Source: an optimization exercise on an open RTL-to-GDS flow (aim: small area). Production flows keep margins and buffers that such runs may drop.
At most, simulation tests tie the RTL to the original design; equivalence was not proved.

## clock
module clock(
	clk,
	rst,
	rst_sw,
	stop,
	in_sw,
	lcd_rs,
	lcd_rw,
	lcd_e,
	lcd_data,
	led);
clock: 25.0 ns
lec_check: 0
abc_area: 1
cap_margin: 20
core_margin: 2
core_utilization: 50
cts_cluster_diameter: 100
cts_cluster_size: 24
gpl_timing_driven: 0
slew_margin: 20
run.sh (not shown) runs the stock make flow with config.mk's settings and CLKGATE_MAP_FILE= SYNTH_SCRIPT=/design/flow/synth_recipe.tcl, a recipe that flattens the netlist after the stock synthesis.
The baseline finished clean.
Change:
- CORE_UTILIZATION: 50 -> 60
- CTS_CLUSTER_DIAMETER: 100 -> 80
- CTS_CLUSTER_SIZE: 24 -> 20
After rerunning:
- setup slack got worse by 0.17 ns
Change:
- CTS_CLUSTER_DIAMETER: 80 -> 100
- CTS_CLUSTER_SIZE: 20 -> 24
=> Via count stays flat. Routed wire length shrinks by 0.56%. Sequential share of layout area climbs by 0.50 points. Fmax stays flat. Global-route usage went down by 0.35 points. Setup slack got worse by 0.020 ns. Die area does not change.


== v39 ==
Another version of the RTL of clock (not shown whole).
Size: roughly 3800 cells after synthesis, about 21 I/O pins, roughly 26000 um^2 of cells after synthesis.
make LEC_CHECK=0 ABC_AREA=1 CAP_MARGIN=20 CORE_MARGIN=2 CORE_UTILIZATION=40 CTS_CLUSTER_DIAMETER=100 CTS_CLUSTER_SIZE=24 GPL_TIMING_DRIVEN=0 SLEW_MARGIN=20 finish   # period 25.0 ns
v39: all stages complete, timing, DRC and antenna checks passed
Setup changes, v39 to v33
--- a/flow/config.mk
+++ b/flow/config.mk
@@ -11,4 +11,4 @@
 export CORE_UTILIZATION = 40
-export CTS_CLUSTER_DIAMETER = 100
-export CTS_CLUSTER_SIZE = 24
+export CTS_CLUSTER_DIAMETER = 70
+export CTS_CLUSTER_SIZE = 30
 export GPL_TIMING_DRIVEN = 0
Notes after the runs:
- From v33 to v39, critical path depth did not move at all.
- Min number of DRC violations after detailed-routing iteration 0 across v33 and v39: v33
- The floorplan die height was comparable across v33 and v39.
No run of this note included a check of the RTL's function; only the layout flow was run.


## tundra
Another version of the RTL of clock (not shown whole).
For scale: roughly 300 flip-flops, roughly 21 I/O pins, about 24,000 um2 of cells after synthesis.
==> flow/design.v (excerpt) <==
module clock(
	clk,
	rst,
	rst_sw,
	stop,
	in_sw,
	lcd_rs,
	lcd_rw,
	lcd_e,
	lcd_data,
	led);
	input					clk, rst;
	input		[4:0]		in_sw;
	input					rst_sw;
	input					stop;
	output				lcd_rs;			 
	output				lcd_rw;			 
	output				lcd_e;			 
	output	[7:0]		lcd_data;
	output				led;
	wire	rstn = ~rst;
	function [5:0] bcd5;		 
		input [4:0] x;
		bcd5 = {x / 5'd10, 4'd0} | (x % 5'd10);
	endfunction
	function [4:0] bcd4;		 
		input [3:0] x;
		bcd4 = (x > 4'd9) ? {1'b1, x - 4'd10} : {1'b0, x};
	endfunction
	wire	en_1hz, en_stop, deb_en, sw_en;
	en_clk_time EN_TIME (.clk(clk), .rst(rstn), .en_1clk(en_1hz), .en_clk(en_stop),
		.deb_en(deb_en), .sw_en(sw_en));
	wire	[4:0]	sw;
	debouncer_control DEB (.clk(clk), .rst(rstn), .deb_en(deb_en), .sw_en(sw_en),
		.in_sw(in_sw), .sw(sw));
	wire	[5:0]	en_state;
	wire	[3:0]	cursor;
	wire	[2:0]	mode;
	wire	[2:0]	mode_nx;
	fsm FSM (.clk(clk), .rst(rstn), .sw(sw), .en_state(en_state), .mode(mode), .mode_nx(mode_nx), .cursor(cursor));
	wire	[7:0]		s_hour, s_min, s_sec, s_month, s_day;
	wire	[15:0]	s_year;
	wire	[7:0]		a_hour, a_min, a_sec, a_mon, a_day;
	wire	[15:0]	a_year;
	wire	[7:0]		an_hour, an_min, an_sec, an_mon, an_day;
	wire	[15:0]	an_year;
	wire	[7:0]		t_hour, t_min, t_sec;
	wire				ad_we;
	wire	[2:0]		ad_pos;
	wire	[3:0]		ad_old;
	wire	[1:0]	w_ht;
	wire	[3:0]	w_ho, w_mo, w_so;
	wire	[2:0]	w_mt, w_st;
	wire			ampm, en_day;
	wire	[15:0]	year;
	wire	[3:0]	month;
	wire	[4:0]	day;
	wire	[2:0]	week;
	wire	[4:0]	max_date;
	wire	[4:0]	ld_hour_bin	= {s_hour[5:4], 3'b0} + {s_hour[7:4], 1'b0} + s_hour[3:0];
  ...
export LEC_CHECK = 0
export ABC_AREA = 1
export CAP_MARGIN = 20
export CORE_MARGIN = 2
export CORE_UTILIZATION = 40
export CTS_CLUSTER_DIAMETER = 100
export CTS_CLUSTER_SIZE = 24
export GPL_TIMING_DRIVEN = 0
export SLEW_MARGIN = 20
create_clock -name core_clock -period 25.0 [get_ports {clk}]
tundra has completed all stages; timing, DRC and antenna checks passed.
Modified inputs, maple compared to tundra
- CORE_UTILIZATION changed from 40 to 60
Findings:
Result: PASS for each of tundra and maple
Diff tundra -> maple: non-clock buffer count rose 2; number of global-route vias before repair rose 2,331.
tundra → maple: share of the final layout cell area in sequential cells now larger; post-synthesis to final-layout area growth now smaller; part of the cycle the worst path needs now larger.

==> static timing again, ports no longer ideal <==
In the flow no input, the clock included, has a driving cell. The finished layouts below were timed again as built, in two steps.
Step 1 (the two cells are an assumption about what drives the block):
set clk [get_ports {clk}]
set_driving_cell -lib_cell sky130_fd_sc_hd__clkbuf_16 $clk
set_driving_cell -lib_cell sky130_fd_sc_hd__buf_2 [delete_from_list [all_inputs] $clk]
Step 2 also shifts input and output timing later by t, the mid clock arrival at the registers, as if the neighbouring blocks saw the same clock.
Slacks: ideal ports / drivers / drivers and shift; pairs: ideal ports / drivers.
| run | t, ns | slack for setup (ns) | cell pins on the clock port's net |
|---|---|---|---|
| the first run of note 1 | 0.613 | 14.888 / 14.888 / 14.888 | 1 |
| the second run of note 1 | 0.651 | 14.716 / 14.716 / 14.716 | 1 |
| the third run of note 1 | 0.619 | 14.696 / 14.696 / 14.696 | 1 |
| v39 | 0.628 | 14.904 / 14.904 / 14.904 | 1 |
| v33 | 0.679 | 14.897 / 14.897 / 14.897 | 1 |
| tundra | 0.628 | 15.152 / 15.152 / 15.152 | 1 |
| maple | 0.629 | 14.849 / 14.849 / 14.849 | 1 |
After both steps every run listed still meets setup and hold.
